What follows belongs to an exercise in optimizing a design on an open flow for small area; a production flow would make more cautious choices. Where RTL was checked, it was by simulation tests only, not by an equivalence proof against the original. No functional check of the RTL was part of runs 2 and 3.

==> design/flow/run.sh <==
#!/bin/bash
# synth_recipe.tcl (not shown) runs the flow's synth.tcl, then flattens the netlist and writes it again
# the make line also repeats each setting of config.mk as NAME=value (left out here)
make -C /OpenROAD-flow-scripts/flow DESIGN_CONFIG=/design/flow/config.mk WORK_HOME=/design/flow/orfs CLKGATE_MAP_FILE= SYNTH_SCRIPT=/design/flow/synth_recipe.tcl finish
==> design/flow/design.v <==
module Adder1(a_in, b_in, c_in, s_out, c_out);
  input   a_in, b_in, c_in;
  output  s_out, c_out;
  assign s_out = a_in ^ b_in ^ c_in;
  assign c_out = (a_in & b_in) | (b_in & c_in) | (c_in & a_in);
endmodule
module Adder6(a_in, b_in, s_out);
  input  [5:0] a_in, b_in;
  output [5:0] s_out;
  wire   [5:0] c_in;
  Adder1 add0(a_in[0], b_in[0], 1'b0, s_out[0], c_in[1]);
  Adder1 add1(a_in[1], b_in[1], c_in[1], s_out[1], c_in[2]);
  Adder1 add2(a_in[2], b_in[2], c_in[2], s_out[2], c_in[3]);
  Adder1 add3(a_in[3], b_in[3], c_in[3], s_out[3], c_in[4]);
  Adder1 add4(a_in[4], b_in[4], c_in[4], s_out[4], c_in[5]);
  Adder1 add5(a_in[5], b_in[5], c_in[5], s_out[5],   c_in[0]);
endmodule
module TwosCompliment(a_in, a_out);
  input  [5:0] a_in;
  output [5:0] a_out;
  Adder6 add(
    .a_in(~a_in),
    .b_in(6'b000001),
    .s_out(a_out)
  );
endmodule
module Multiplier(a_in, b_in, c_out);
  input  [5:0] a_in, b_in;
  output [11:0] c_out;
  reg [5:0] t;
  reg [11:0] accum;
  reg [11:0] sum;
  integer i;
  assign c_out = sum;
  always@(*) begin
    if (a_in[5] == 1) begin
      t = (~a_in) + 1;
    end
    else begin
      t = a_in;
    end
    accum = {{6{b_in[5]}}, b_in};
    sum = 0;
    for (i = 0; i < 6; i = i + 1) begin
      if (t[0] == 1) begin
        sum = sum + accum;
      end
      accum = accum << 1;
      t = t >> 1;
    end
	 if (a_in[5] == 1) begin
		sum = 1 + ~sum;
	 end
  end
endmodule
module Divider(a_in, b_in, c_out);
  input  [5:0] a_in, b_in;
  output [11:0] c_out;
  reg [5:0] quotient, remainder;
  assign c_out = {remainder, quotient};
  reg [5:0] accum;
  integer msb, i;
  always@(*) begin
    msb = 0;
    accum = 6'b0;
    if (a_in[5] | b_in[5] | b_in == 6'b0) begin
      remainder = 6'b0;
      quotient = 6'b0;
    end
    else begin
      if (b_in[4]) msb = 0;
      else if (b_in[3]) msb = 1;
      else if (b_in[2]) msb = 2;
      else if (b_in[1]) msb = 3;
      else if (b_in[0]) msb = 4;
      else msb = 0;
      accum = b_in << msb;
      remainder = a_in;
      quotient = 6'b0;
      for (i = 4; i >= 0; i = i - 1) begin
        if (i <= msb) begin
          if (remainder >= accum) begin
            remainder = remainder - accum;
            quotient = quotient + (1 << i);
          end
          accum = accum >> 1;
        end
      end
    end
  end
endmodule
module Mux1(a_in, b_in, s_in, s_out);
  parameter WIDTH = 1;
  input  [WIDTH-1:0] a_in, b_in;
  input  s_in;
  output [WIDTH-1:0] s_out;
  assign s_out = s_in ? b_in : a_in;
endmodule
module Mux2(a_in, b_in, c_in, d_in, s_in, s_out);
  parameter WIDTH = 1;
  input  [WIDTH-1:0] a_in, b_in, c_in, d_in;
  input  [1:0] s_in;
  output [WIDTH-1:0] s_out;
  wire   [WIDTH-1:0] mux00_out, mux01_out;
  Mux1 #(WIDTH) mux00 (
    .a_in(a_in),
    .b_in(b_in),
    .s_in(s_in[0]),
    .s_out(mux00_out)
  );
  Mux1 #(WIDTH) mux01 (
    .a_in(c_in),
    .b_in(d_in),
    .s_in(s_in[0]),
    .s_out(mux01_out)
  );
  Mux1 #(WIDTH) mux10 (
    .a_in(mux00_out),
    .b_in(mux01_out),
    .s_in(s_in[1]),
    .s_out(s_out)
  );
endmodule
module ALU(a_in, b_in, op_in, c_out, overflow);
  input  [5:0] a_in, b_in;
  input  [1:0] op_in;
  output [11:0] c_out;
  output overflow;
  wire  [5:0]  adder_out, suber_out;
  wire  [11:0] muler_out, diver_out;
  Adder6 adder(
    .a_in(a_in),
    .b_in(b_in),
    .s_out(adder_out)
  );
  wire  [5:0] tc_a_out;
  TwosCompliment tc(
    .a_in(b_in),
    .a_out(tc_a_out)
  );
  Adder6 suber(
    .a_in(a_in),
    .b_in(tc_a_out),
    .s_out(suber_out)
  );
  Multiplier muler(
    .a_in(a_in),
    .b_in(b_in),
    .c_out(muler_out)
  );
  Divider diver(
    .a_in(a_in),
    .b_in(b_in),
    .c_out(diver_out)
  );
  Mux2 #(12) muxResult (
    .a_in({6'b0, adder_out}),
    .b_in({6'b0, suber_out}),
    .c_in(muler_out),
    .d_in(diver_out),
    .s_in(op_in),
    .s_out(c_out)
  );
  Mux2 #(1) muxOverflow (
    .a_in((a_in[5] & b_in[5] & ~c_out[5])
        | (~a_in[5] & ~b_in[5] & c_out[5])),
    .b_in((a_in[5] & tc_a_out[5] & ~c_out[5])
        | (~a_in[5] & ~tc_a_out[5] & c_out[5])),
    .c_in(1'b0),
    .d_in(1'b0),
    .s_in(op_in),
    .s_out(overflow)
  );
endmodule
module Bin2dec(a_in , c_out);
  input [11:0] a_in;
  output [16:0] c_out;  
  reg [11:0] decnum;
  reg [16:0] result;
  assign c_out = result;
  always@(*) begin
    result = 17'b0;
    decnum = a_in;
    if (a_in[11]) begin
    	result[16] = 1;
    	decnum = 1 + ~decnum;
    end
    else begin
    	result[16] = 0;
    end
    result[3:0] = decnum % 10; decnum = decnum / 10;
    result[7:4] = decnum % 10; decnum = decnum / 10;
    result[11:8] = decnum % 10; decnum = decnum / 10;
    result[15:12] = decnum % 10; decnum = decnum / 10;
  end
endmodule
module Display7seg(a_in , s_out);
  input [11:0] a_in;
  output [39:0] s_out;  
  wire [16:0] c_out;
  Bin2dec bin2dec(
  	.a_in(a_in),
  	.c_out(c_out)
  );
  Seg7 seg7(
  	.c_in(c_out),
  	.s_out(s_out)
  );
endmodule
module Seg7_integer(a_in , s_out);
  input [3:0] a_in;
  output [7:0] s_out;
  reg [7:0] temp;
  assign s_out = temp;
  always @(*) begin
  	case (a_in)
  	  4'b0000: temp = 8'b00111111;
  	  4'b0001: temp = 8'b00000110;
  	  4'b0010: temp = 8'b01011011;
  	  4'b0011: temp = 8'b01001111;
  	  4'b0100: temp = 8'b01100110;
  	  4'b0101: temp = 8'b01101101;
  	  4'b0110: temp = 8'b01111101;
  	  4'b0111: temp = 8'b00100111;
  	  4'b1000: temp = 8'b01111111;
  	  4'b1001: temp = 8'b01101111;
  	  default: temp = 8'b00000000;
  	endcase
  end
endmodule
module Seg7_sign(a_in , s_out);
  input a_in;
  output [7:0] s_out;
  reg [7:0] temp;
  assign s_out = temp;
  always @(*) begin
  	if(a_in == 1) begin
  	    temp = 8'b01000000;
  	end
  	else begin
  		temp = 8'b00000000;
  	end
  end
endmodule
module Seg7(c_in , s_out);
  input [16:0] c_in;
  output [39:0] s_out;
  Seg7_sign seg7_1(
  	.a_in(c_in[16]),
  	.s_out(s_out[39:32])
  );
  Seg7_integer seg7_2(
  	.a_in(c_in[15:12]),
  	.s_out(s_out[31:24])
  );
  Seg7_integer seg7_3(
  	.a_in(c_in[11:8]),
  	.s_out(s_out[23:16])
  );
  Seg7_integer seg7_4(
  	.a_in(c_in[7:4]),
  	.s_out(s_out[15:8])
  );
  Seg7_integer seg7_5(
  	.a_in(c_in[3:0]),
  	.s_out(s_out[7:0])
  );
endmodule
module TopLevel(sw, ledr, ledg, seg7_out);
  input  [17:0] sw;
  output [17:0] ledr;
  output [8:0]  ledg;
  wire [5:0] a_in, b_in;
  wire [1:0] op_in;
  wire led_in;
  assign a_in = sw[17:12];
  assign b_in = sw[11: 6];
  assign op_in = sw[1:0];
  assign led_in = sw[2];
  wire [11:0] c_out;
  wire overflow_out;
  output wire [39:0] seg7_out;
  assign ledg[8] = overflow_out;
  assign ledg[7:0] = 8'b0;
  assign ledr[5:0] = 6'b0;
  ALU alu(
    .a_in(a_in),
    .b_in(b_in),
    .c_out(c_out),
    .op_in(op_in),
    .overflow(overflow_out)
  );
  Mux1 #(12) mux(
    .a_in({a_in, b_in}),
    .b_in(c_out),
    .s_in(led_in),
    .s_out(ledr[17:6])
  );
  wire [39:0] display7seg_out;
  assign  seg7_out = ~display7seg_out;
  wire [11:0] display7seg_in;
  assign display7seg_in = op_in[1] ? c_out : {{6{c_out[5]}}, c_out[5:0]};
  Display7seg display7seg(
    .a_in(display7seg_in),
    .s_out(display7seg_out)
  );
endmodule
module Lab1Top(clk, sw, ledr, ledg, seg7_out);
  input         clk;
  input  [17:0] sw;
  output reg [17:0] ledr;
  output reg [8:0]  ledg;
  output reg [39:0] seg7_out;
  reg  [17:0] sw_q;
  wire [17:0] ledr_d;
  wire [8:0]  ledg_d;
  wire [39:0] seg7_d;
  TopLevel core(
    .sw(sw_q),
    .ledr(ledr_d),
    .ledg(ledg_d),
    .seg7_out(seg7_d)
  );
  always @(posedge clk) begin
    sw_q     <= sw;
    ledr     <= ledr_d;
    ledg     <= ledg_d;
    seg7_out <= seg7_d;
  end
endmodule
==> design/flow/config.mk <==
export PLATFORM = sky130hd
export DESIGN_NAME = Lab1Top
export DESIGN_NICKNAME = Lab1Top
export VERILOG_FILES = /design/flow/design.v
export SDC_FILE = /design/flow/constraint.sdc
export NUM_CORES = 4
export LEC_CHECK = 0
export CAP_MARGIN = 20
export CORE_MARGIN = 2
export CORE_UTILIZATION = 40
export SLEW_MARGIN = 20
==> design/flow/constraint.sdc <==
create_clock -name core_clock -period 18.0 [get_ports {clk}]
set_input_delay 3.6000 -clock core_clock [delete_from_list [all_inputs] [get_ports {clk}]]
set_output_delay 3.6000 -clock core_clock [all_outputs]
set_load 0.01 [all_outputs]
==> flow_summary.toml, run 1 <==
[clocking]
hold_buffers = 0
cts_tree = "yes"
clk_pin_slew_ns = 0.07
clock_latency_ns = 0.35
numCtsBuffers = 9
clock-root-buffer = "clkbuf_16"
clockBufferDepth = 2
clock_sinks = 57
cts_max_level = 3

[critical_path]
cp_top_family = "compound AO/OA/AOI/OAI gates"
cpMaxStageDelayCell = "dfxtp_1"
cpPeakStageDelay_ns = 0.49
cp.required_ns = 18.24
crit_path_end_kind = "register"
worstPathArrival_ns = 17.25
critPathLaunchType = "register"
cp_max_fo = 17
critical_path_class = "reg2reg"
crit_buf_inv = 10
cpMostUsedCell = "ha_1"

[timing]
period_needed_ns = 17.01
min_period_over_period_pct = 94.47
slew_violations = 0
tightest_slew_ns = 1.091
hold_viol = 0
fmax_mhz = 58.80
finalSetupTns_ns = 0
relSlewSlack_pct = 26.95
setup_viol = 0
fin_worst_skew_ns = 0.01375

[finish]
antennaDiodeCount = 0
layout.nets = 1592
finalNonFillerCells = 1790
drive_gt1_share_pct = 12.71
fin_util_pct = 45.81
area_growth_pct = 13.36
fill_cells = 2593
fin_area_mm2 = 0.01187

[die]
dieArea_mm2 = 0.02749
ioPinCount = 86
start_util_pct = 40.41
die_x_um = 165.8
fp.dieH_um = 165.8
rows = 59
coreArea_mm2 = 0.02591

[route]
vias = 10439
drc = 0
initialDrtViolationCount = 803
avgViaCountPerCell = 5.832
wl_per_cell_um = 17.40
wl_um = 31150
first_pass_iters = 5
ant_nets = 0

[place]
dp.cells = 1769
hpwlAfterDp_um = 24580
placed_cell_area_mm2 = 0.01149
place.gp.congestion = 0.9042
port_buffers = 57

[yosys]
synth_edf_count = 0
synth_most_common_cell = "nor2_1"
syn_avg_cell_area_um2 = 7.599
synthArstFlopShare_pct = 0
ys_top_cells_by_area = "ha_1, dfxtp_1, nor2_1"
synth_area_mm2 = 0.01047
yosys_warnings = 6
ys_top_cells_by_count = "nor2_1, nand2_1, ha_1, a21oi_1, inv_1"
synthCells = 1378
synth_top_area_share_pct = 12.67
ys.flop_type = "dfxtp_1"
synth_area_leader_cell = "ha_1"
synth_seq_area_share_pct = 10.90
ys_ff_latch = 57
ys_types = 133

[grt]
antenna_found_initial = 0
grt_pass1_wl_um = 50270
gr-usage-all-layers_pct = 22.11
grt_remaining_overflow = 0
grt_pass1_vias = 9723
grt_start_max_net_pins = 30

[outcome]
status = "no timing/DRC/antenna violations"

[hold_path]
worstHoldPathType = "reg2reg"

[job]
timing.max_cap.violations = 0
[worst min-delay path, stage by stage (launching register included)]
cell and delay (ns):
dfxtp_1 0.31, buf_4 0.21, nor2_1 0.12, a21oi_1 0.06
[area by class of cell]
cell class                      count  area, um2  share of cell area, %
Clock buffer                        9      225.2                  1.897
Clock inverter                      7      70.07                 0.5903
Inverter                           85      324.1                  2.730
Multi-Input combinational cell   1187       8725                  73.50
Sequential cell                    57       1141                  9.613
Tap cell                          335      419.2                  3.531
Timing Repair Buffer              110      965.9                  8.137
[registers in the layout, summed over array words and instances, names as in the netlist]
register	flops
seg7_out	29
sw_q	15
ledr	12
ledg	1
[metrics by stage]
| step | hold slack, ns | setup WS, ns |
|---|---|---|
| 2_1_floorplan | 0.4899 | 1.538 |
| 3_3_place_gp | 0.7631 | 0.6993 |
| 3_5_place_dp | 0.7689 | 0.6660 |
| 4_1_cts | 0.7658 | 0.5791 |
| 5_1_grt | 0.7898 | -0.06484 |
| 6_report | 0.7581 | 0.9946 |
[routing by layer]
metal  global-route usage (%)  up-vias  share of wire [%]
met4                    5.822        0                1.8
li1                         -     5225                  -
met5                        0        -                  0
met3                    2.216       36                3.8
met2                    37.11      266                 47
met1                    30.33     4912                 48
[kinds of logic (layout without fill, tap and decap cells)]
| group | Yosys count | after routing | synth area share [%] |
|---|---|---|---|
| AOI/OAI and AO/OA | 449 | 449 | 31.81 |
| xor gates and xnor gates | 62 | 62 | 5.724 |
| adders and majority gates | 123 | 123 | 15.92 |
| buffers and inverters | 157 | 211 | 7.086 |
| DFF | 57 | 57 | 10.90 |
| muxes | 40 | 40 | 4.349 |
| other | 2 | 25 | 0.07172 |
| and+or+nand+nor | 488 | 488 | 24.15 |
[cell usage in the layout (no fill, tap or decap), types with 9 or more instances in the layout]
master and count:
nor2_1 146, nand2_1 117, ha_1 106, a21oi_1 97
inv_1 76, o21ai_0 59, clkdlybuf4s50_1 57, dfxtp_1 57
buf_4 52, xnor2_1 38, nand3_1 33, nor3_1 31
a21o_1 27, mux2i_1 25, conb_1 25, a211oi_1 21
o21a_1 20, or3_1 18, o31ai_1 18, a31oi_1 18
xor2_1 18, nor2b_1 17, fa_1 17, o21ai_1 15
and3_1 15, nand4_1 15, nand2b_1 15, and2_1 12
o211ai_1 12, o22ai_1 12, or2_2 10, a211o_1 9
mux2_2 9, clkbuf_16 9
[path summary, 6_finish.rpt]
| path | startpoint | slack [ns] | end | cells after the start |
|---|---|---|---|---|
| worst max-delay path | sw_q[9] | 0.99 | seg7_out[22] | 70 |
| worst min-delay path | sw_q[8] | 0.76 | ledr[8] | 3 |
| worst max register to register | sw_q[9] | 0.99 | seg7_out[22] | 70 |
| worst min register to register | sw_q[8] | 0.76 | ledr[8] | 3 |
[repair_timing]
item / 4_1_cts / 5_1_grt
setup endpoints to repair: 0 / 25
resized for setup: 0 / 12
buffers inserted: 0 / 5
endpoints found under the hold margin: 0 / 0
==> run 2: changes to the inputs <==
==> design/flow/design.v (replaced) <==
module Lab1Top(clk, sw, ledr, ledg, seg7_out);
  input         clk;
  input  [17:0] sw;
  output [17:0] ledr;
  output [8:0]  ledg;
  output [39:0] seg7_out;
  reg [14:0] s1, s2;
  always @(posedge clk) begin
    s1 <= {sw[17:6], sw[2:0]};
    s2 <= s1;
  end
  wire [5:0] a = s2[14:9];
  wire [5:0] b = s2[8:3];
  wire show = s2[2];
  wire [1:0] op = s2[1:0];
  wire [5:0] bx = b ^ {6{op[0]}};
  wire [5:0] s = a + bx + op[0];
  wire bs = b[5] ^ (op[0] & (|b[4:0]));
  wire ovf = ~op[1] & (a[5] == bs) & (s[5] != a[5]);
  wire signed [11:0] p = $signed(a) * $signed(b);
  reg [4:0] q, r;
  reg [5:0] t;
  integer i;
  always @(*) begin
    r = 5'd0;
    q = 5'd0;
    for (i = 4; i >= 0; i = i - 1) begin
      t = {r, a[i]} - {1'b0, b[4:0]};
      q[i] = ~t[5];
      r = t[5] ? {r[3:0], a[i]} : t[4:0];
    end
  end
  wire dv = ~a[5] & ~b[5] & (|b[4:0]);
  wire [11:0] d = dv ? {1'b0, r, 1'b0, q} : 12'd0;
  reg [11:0] c;
  always @(*)
    case (op)
      2'b00, 2'b01: c = {6'd0, s};
      2'b10: c = p;
      default: c = d;
    endcase
  wire neg = op[1] ? (~op[0] & p[11]) : s[5];
  wire [11:0] v = op[1] ? c : {{6{s[5]}}, s};
  wire [10:0] m = neg ? -v[10:0] : v[10:0];
  reg [14:0] bcd;
  integer k;
  always @(*) begin
    bcd = 15'd0;
    for (k = 10; k >= 0; k = k - 1) begin
      if (bcd[3:0] >= 5) bcd[3:0] = bcd[3:0] + 3;
      if (bcd[7:4] >= 5) bcd[7:4] = bcd[7:4] + 3;
      if (bcd[11:8] >= 5) bcd[11:8] = bcd[11:8] + 3;
      bcd = {bcd[13:0], m[k]};
    end
  end
  function [6:0] seg;
    input [3:0] x;
    case (x)
      4'd0: seg = 7'h3f; 4'd1: seg = 7'h06; 4'd2: seg = 7'h5b; 4'd3: seg = 7'h4f;
      4'd4: seg = 7'h66; 4'd5: seg = 7'h6d; 4'd6: seg = 7'h7d; 4'd7: seg = 7'h27;
      4'd8: seg = 7'h7f; 4'd9: seg = 7'h6f; default: seg = 7'h00;
    endcase
  endfunction
  assign ledr = {show ? c : {a, b}, 6'd0};
  assign ledg = {ovf, 8'd0};
  assign seg7_out = ~{1'b0, neg, 6'd0,
                      1'b0, seg(bcd[15-3 +: 4] & 4'b0001),
                      1'b0, seg(bcd[11:8]),
                      1'b0, seg(bcd[7:4]),
                      1'b0, seg(bcd[3:0])};
endmodule
==> run 2 against run 1 <==
The layout now fails its checks (setup timing). Clock-buffer cell count decreased by 2. First-iteration DRC count decreased by 59%. Sequential share of layout area decreased by 4.7 points. Final cell count decreased by 8.8%. Via count decreased by 19%. Design area increased by 3.1%. Worst hold slack got worse by 0.44 ns. Core utilization increased by 19 points. Clock skew decreased by 0.013 ns. Area after synthesis decreased by 26%. Critical endpoint is now seg7_out[9].
==> flow_summary.toml, run 2 <==
[outcome]
status = "failed layout checks"
so_faults = "setup timing"

[yosys]
synth_area_leader_cell = "ha_1"
ys.flop_type = "dfxtp_1"
ys_types = 127
synth_area_mm2 = 0.007744
synth_top_area_share_pct = 14.22
ys_ff_latch = 30
synth_most_common_cell = "ha_1"
synth_edf_count = 0
yosys_warnings = 2
ys_top_cells_by_area = "ha_1, fa_1, dfxtp_1"
syn_avg_cell_area_um2 = 8.000
synthArstFlopShare_pct = 0
ys_top_cells_by_count = "ha_1, inv_1, nor2_1, nand2_1, a21oi_1"
synth_seq_area_share_pct = 7.756
synthCells = 968

[route]
wl_um = 23620
ant_nets = 0
initialDrtViolationCount = 328
vias = 8407
first_pass_iters = 5
drc = 0
avgViaCountPerCell = 5.151
wl_per_cell_um = 14.48

[grt]
grt_pass1_wl_um = 38640
grt_remaining_overflow = 0
grt_pass1_vias = 8336
gr-usage-all-layers_pct = 22.73
grt_start_max_net_pins = 23
antenna_found_initial = 0

[timing]
fin_worst_skew_ns = 0.0009219
slew_violations = 0
rsz0062_at_grt = "yes"
hold_viol = 0
period_needed_ns = 20.41
min_period_over_period_pct = 113.4
tightest_slew_ns = 0.8712
setup_viol = 25
relSlewSlack_pct = 41.48
fin_ws_ns = -2.406
fmax_mhz = 49.00

[critical_path]
cpMaxStageDelayCell = "or4_4"
cp_max_fo = 5
cpMostUsedCell = "ha_4"
worstPathArrival_ns = 16.81
cpPeakStageDelay_ns = 0.54
critPathLaunchType = "register"
crit_path_end_kind = "output pin"
critical_path_class = "reg2out"
cp.required_ns = 14.40

[place]
place.gp.congestion = 0.8956
hpwlAfterDp_um = 18350
dp.cells = 1565
port_buffers = 54

[finish]
layout.nets = 1510
drive_gt1_share_pct = 47.08
antennaDiodeCount = 0
area_growth_pct = 58.10
layout_commonest_cell = "buf_4"
finalNonFillerCells = 1632
reg_top3 = "s1 (15), s2 (15)"
mostFrequentLayoutCells = "buf_4, inv_1, nor2_1"

[hold_path]
worstHoldPathType = "reg2reg"

[die]
ioPinCount = 86
start_util_pct = 41.12
coreArea_mm2 = 0.01883
fp.dieH_um = 143.1
rows = 50
die_x_um = 143.1
dieArea_mm2 = 0.02049

[clocking]
clockBufferDepth = 2
clock-root-buffer = "clkbuf_16"
cts_tree = "yes"
clock_sinks = 30
clock_latency_ns = 0.26
cts_max_level = 2
clk_pin_slew_ns = 0.04
hold_buffers = 0
numCtsBuffers = 5

[job]
timing.max_cap.violations = 0
-- run 2: what timing repair did --
action	CTS	global route
buffers inserted	42	18
pin swaps	72	55
resized for setup	186	36
setup endpoints to repair	25	25
-- run 2: cell families after synthesis --
group	count (synthesis)	synth area share (%)
fa+ha+maj	119	22.23
simple gates	318	22.78
mux	37	5.413
other cells	2	0.09698
xor+xnor	53	6.189
compound gates	266	26.11
buf+inv	143	9.420
flops	30	7.756
-- run 2: worst paths after layout --
| check | cells past startpoint | from | slack (ns) | end |
|---|---|---|---|---|
| worst min register to register | 0 | s1[11] | 0.32 | s2[11] |
| worst min-delay path | 0 | s1[11] | 0.32 | s2[11] |
| worst max-delay path | 94 | s2[6] | -2.41 | seg7_out[9] |
| worst max register to register | 0 | s1[0] | 17.59 | s2[0] |
-- run 2: layer usage --
metal | vias up | GRT usage [%] | share of wire [%] | routed length (um)
met5 | - | 0 | 0 | 0
met4 | 0 | 5.211 | 1.5 | 350
met3 | 30 | 1.710 | 3.0 | 698
met2 | 145 | 39.44 | 48 | 11410
met1 | 3990 | 30.72 | 47 | 11170
li1 | 4242 | - | - | -
-- run 2: metrics by stage --
step	area, um2	setup slack (ns)	utilization [%]	hold slack, ns	setup TNS [ns]
4_1_cts	11930	-2.359	63.35	0.3226	-50.38
5_1_grt	12240	-3.144	65.02	0.3305	-69.07
6_report	12240	-2.406	65.02	0.3216	-50.79
2_1_floorplan	8358	-2.473	-	0.3095	-45.10
3_3_place_gp	11150	-2.668	59.22	0.3106	-56.12
3_5_place_dp	11150	-2.880	59.22	0.3121	-61.91
-- run 2: worst max-delay path, delay by kind of cell (launching register included) --
| family | cells | cell delay (ns) |
|---|---|---|
| AND/OR/NAND/NOR | 35 | 6.78 |
| AO/OA/AOI/OAI | 27 | 4.54 |
| adder cells (fa/ha/maj) | 13 | 2.61 |
| buffers and inverters | 14 | 1.42 |
| XOR/XNOR | 3 | 0.45 |
| multiplexers | 2 | 0.43 |
| flip-flops | 1 | 0.31 |
-- run 2: cell type report --
type                            count  area, um2
Clock buffer                        7      132.6
Fill cell                        1595       6588
Inverter                           90      350.3
Multi-Input combinational cell    822       7584
Sequential cell                    30      604.3
Tap cell                          260      325.3
Timing Repair Buffer              423       3247
==> run 3: changes to the inputs <==
--- a/design/flow/design.v
+++ b/design/flow/design.v
@@ -6,11 +6,8 @@
   output [39:0] seg7_out;
-  reg [14:0] s1, s2;
-  always @(posedge clk) begin
-    s1 <= {sw[17:6], sw[2:0]};
-    s2 <= s1;
-  end
-  wire [5:0] a = s2[14:9];
-  wire [5:0] b = s2[8:3];
-  wire show = s2[2];
-  wire [1:0] op = s2[1:0];
+  reg [14:0] s1;
+  always @(posedge clk) s1 <= {sw[17:6], sw[2:0]};
+  wire [5:0] a = s1[14:9];
+  wire [5:0] b = s1[8:3];
+  wire show = s1[2];
+  wire [1:0] op = s1[1:0];
   wire [5:0] bx = b ^ {6{op[0]}};
@@ -44,2 +41,11 @@
   wire [10:0] m = neg ? -v[10:0] : v[10:0];
+  reg [11:0] ledr_q;
+  reg ovf_q, neg_q;
+  reg [10:0] m_q;
+  always @(posedge clk) begin
+    ledr_q <= show ? c : {a, b};
+    ovf_q <= ovf;
+    neg_q <= neg;
+    m_q <= m;
+  end
   reg [14:0] bcd;
@@ -52,3 +58,3 @@
       if (bcd[11:8] >= 5) bcd[11:8] = bcd[11:8] + 3;
-      bcd = {bcd[13:0], m[k]};
+      bcd = {bcd[13:0], m_q[k]};
     end
@@ -63,6 +69,6 @@
   endfunction
-  assign ledr = {show ? c : {a, b}, 6'd0};
-  assign ledg = {ovf, 8'd0};
-  assign seg7_out = ~{1'b0, neg, 6'd0,
-                      1'b0, seg(bcd[15-3 +: 4] & 4'b0001),
+  assign ledr = {ledr_q, 6'd0};
+  assign ledg = {ovf_q, 8'd0};
+  assign seg7_out = ~{1'b0, neg_q, 6'd0,
+                      1'b0, seg({3'd0, bcd[12]}),
                       1'b0, seg(bcd[11:8]),
==> run 3 against run 2 <==
Highest routed layer unchanged. Area after synthesis is 15% lower. Worst setup slack improved by 6.7 ns. Routed wire length shrank 44%. Critical path depth down 52. Maximum frequency up 49%. The run now finishes clean.
==> flow_summary.toml, run 3 <==
[clocking]
hold_buffers = 0
cts_tree = "yes"
clock_latency_ns = 0.29
cts_max_level = 2
post_cts_resized = 0
numCtsBuffers = 5
clock-root-buffer = "clkbuf_16"
cts_setup_buffers = 0
clock_sinks = 40
clk_pin_slew_ns = 0.05
clockBufferDepth = 2

[route]
avgViaCountPerCell = 4.911
first_pass_iters = 4
wl_per_cell_um = 12.45
drc = 0
ant_nets = 0
vias = 5191
initialDrtViolationCount = 178
wl_um = 13160

[timing]
fmax_mhz = 72.88
fin_ws_ns = 4.279
relSlewSlack_pct = 48.88
period_needed_ns = 13.72
hold_viol = 0
slew_violations = 0
rsz0062_at_grt = "no"
tightest_slew_ns = 0.7658
fin_worst_skew_ns = 0.007479
finalSetupTns_ns = 0
setup_viol = 0
min_period_over_period_pct = 76.23

[place]
hpwlAfterDp_um = 11090
post-place-ws_ns = 4.571
place.gp.congestion = 0.8321
port_buffers = 54

[die]
rows = 47
dieArea_mm2 = 0.01759
ioPinCount = 86
coreArea_mm2 = 0.01635
start_util_pct = 40.49
fp.dieH_um = 132.6
die_x_um = 132.6

[critical_path]
worstPathArrival_ns = 10.12
critPathLaunchType = "register"
critical_path_class = "reg2out"
cpPeakStageDelay_ns = 0.54
cp_top_family = "adder cells"
cp.required_ns = 14.40
cp_max_fo = 7
crit_path_end_kind = "output pin"
cpMostUsedCell = "ha_1"
crit_buf_inv = 5
cpMaxStageDelayCell = "clkdlybuf4s50_1"

[yosys]
ys_top_cells_by_area = "ha_1, dfxtp_1, fa_1"
yosys_warnings = 1
ys_top_cells_by_count = "ha_1, inv_1, nor2_1, nand2_1, a21oi_1"
ys_ff_latch = 40
synth_area_leader_cell = "ha_1"
synth_edf_count = 0
syn_avg_cell_area_um2 = 8.368
synthCells = 791
synth_top_area_share_pct = 18.53
ys.flop_type = "dfxtp_1"
ys_types = 77
synth_seq_area_share_pct = 12.10
synthArstFlopShare_pct = 0
synth_most_common_cell = "ha_1"
synth_area_mm2 = 0.006619

[job]
timing.max_cap.violations = 0

[grt]
grt_start_max_net_pins = 22
grt_pass1_vias = 4942
antenna_found_initial = 0
grt_remaining_overflow = 0
grt_pass1_wl_um = 22360
gr-usage-all-layers_pct = 15.12

[finish]
reg_top3 = "s1 (15), ledr_q (12), m_q (11)"
area_growth_pct = 11.70
antennaDiodeCount = 0
drive_gt1_share_pct = 7.407
layout_commonest_cell = "ha_1"
largest_register_ffs = 15
mostFrequentLayoutCells = "ha_1, inv_1, nor2_1"
largest_register = "s1"
layout.nets = 984

[hold_path]
worstHoldPathType = "reg2reg"

[outcome]
status = "no timing/DRC/antenna violations"
## run 3: cell types whose count changed in the layout (fill, tap and decap cells not counted), sizes merged, moves of 11 or more
cell	previous run	this run
and2	22	11
a211oi	17	3
nor2	86	68
nor3	24	8
o31ai	12	0
mux2i	23	38
clkdlybuf4s50	29	54
nand3	20	4
buf	394	0
## run 3: metrics by stage
stage	instance area (um2)	hold WS [ns]	instances	utilization, %
after floorplan	6720	0.4953	818	-
after global placement	7247	0.6134	1049	44.33
after detailed placement	7247	0.6079	1049	44.33
after CTS	7393	0.6217	1057	45.22
after global routing	7393	0.6700	1057	45.22
final	7393	0.6213	1057	45.22
## run 3: routing by layer
layer  vias to the layer above  routed length (um)  track usage (%)
li1                       2697                   -                -
met1                      2411                6005            18.69
met2                        70                6663            28.35
met3                        13                 304            1.341
met4                         0                 189            3.405
met5                         -                   0                0
## run 3: layout make-up
| type | count | area [um2] |
|---|---|---|
| fill | 1684 | 8955 |
| multi-input combinational | 637 | 5263 |
| inverter | 98 | 367.9 |
| timing repair buffer | 54 | 540.5 |
| tap | 220 | 275.3 |
| clock buffer | 8 | 146.4 |
| sequential | 40 | 800.8 |
## run 3: final timing paths
check | start | end | slack, ns | depth (start not counted)
setup / recovery | m_q[8] | seg7_out[5] | 4.28 | 42
hold / removal | s1[6] | ledr_q[3] | 0.62 | 2
setup reg to reg | s1[4] | m_q[9] | 7.33 | 47
hold reg to reg | s1[6] | ledr_q[3] | 0.62 | 2
## run 3: kinds of logic after synthesis
group | synth area share [%]
AO/OA/AOI/OAI | 17.52
XOR/XNOR | 7.429
adder cells (fa/ha/maj) | 27.90
buffers and inverters | 9.924
flip-flops | 12.10
multiplexers | 9.811
other | 0.1135
AND/OR/NAND/NOR | 15.20
## run 3: tightest hold or removal path, stage by stage, from the launching register on
cell,delay [ns]
dfxtp_1,0.39
nor2_1,0.13
a21oi_1,0.05

==> separate check: timing with driven ports <==
The flow's constraints put no driver on any port. The routed layouts listed below were extracted and timed again, unchanged, in two steps.
Step 1, drivers: a clkbuf_16 drives clk and a buf_2 each remaining input, both assumed.
Step 2 moves the port delays by t, midway between the first and last clock arrival at a register: inputs arrive t later, outputs are due t later. That takes back most of the time a late clock gives input paths.
Slacks: ideal / step 1 / step 2; pairs: ideal / step 1.
run	t (ns)	setup slack, ns	worst setup path at the end	pins driven straight from the clock port
run 1	0.399	0.995 / 0.995 / 0.995	register to register	1
run 2	0.287	-2.406 / -2.429 / -2.142	register to output	1
run 3	0.317	4.279 / 4.244 / 4.561	register to output	1
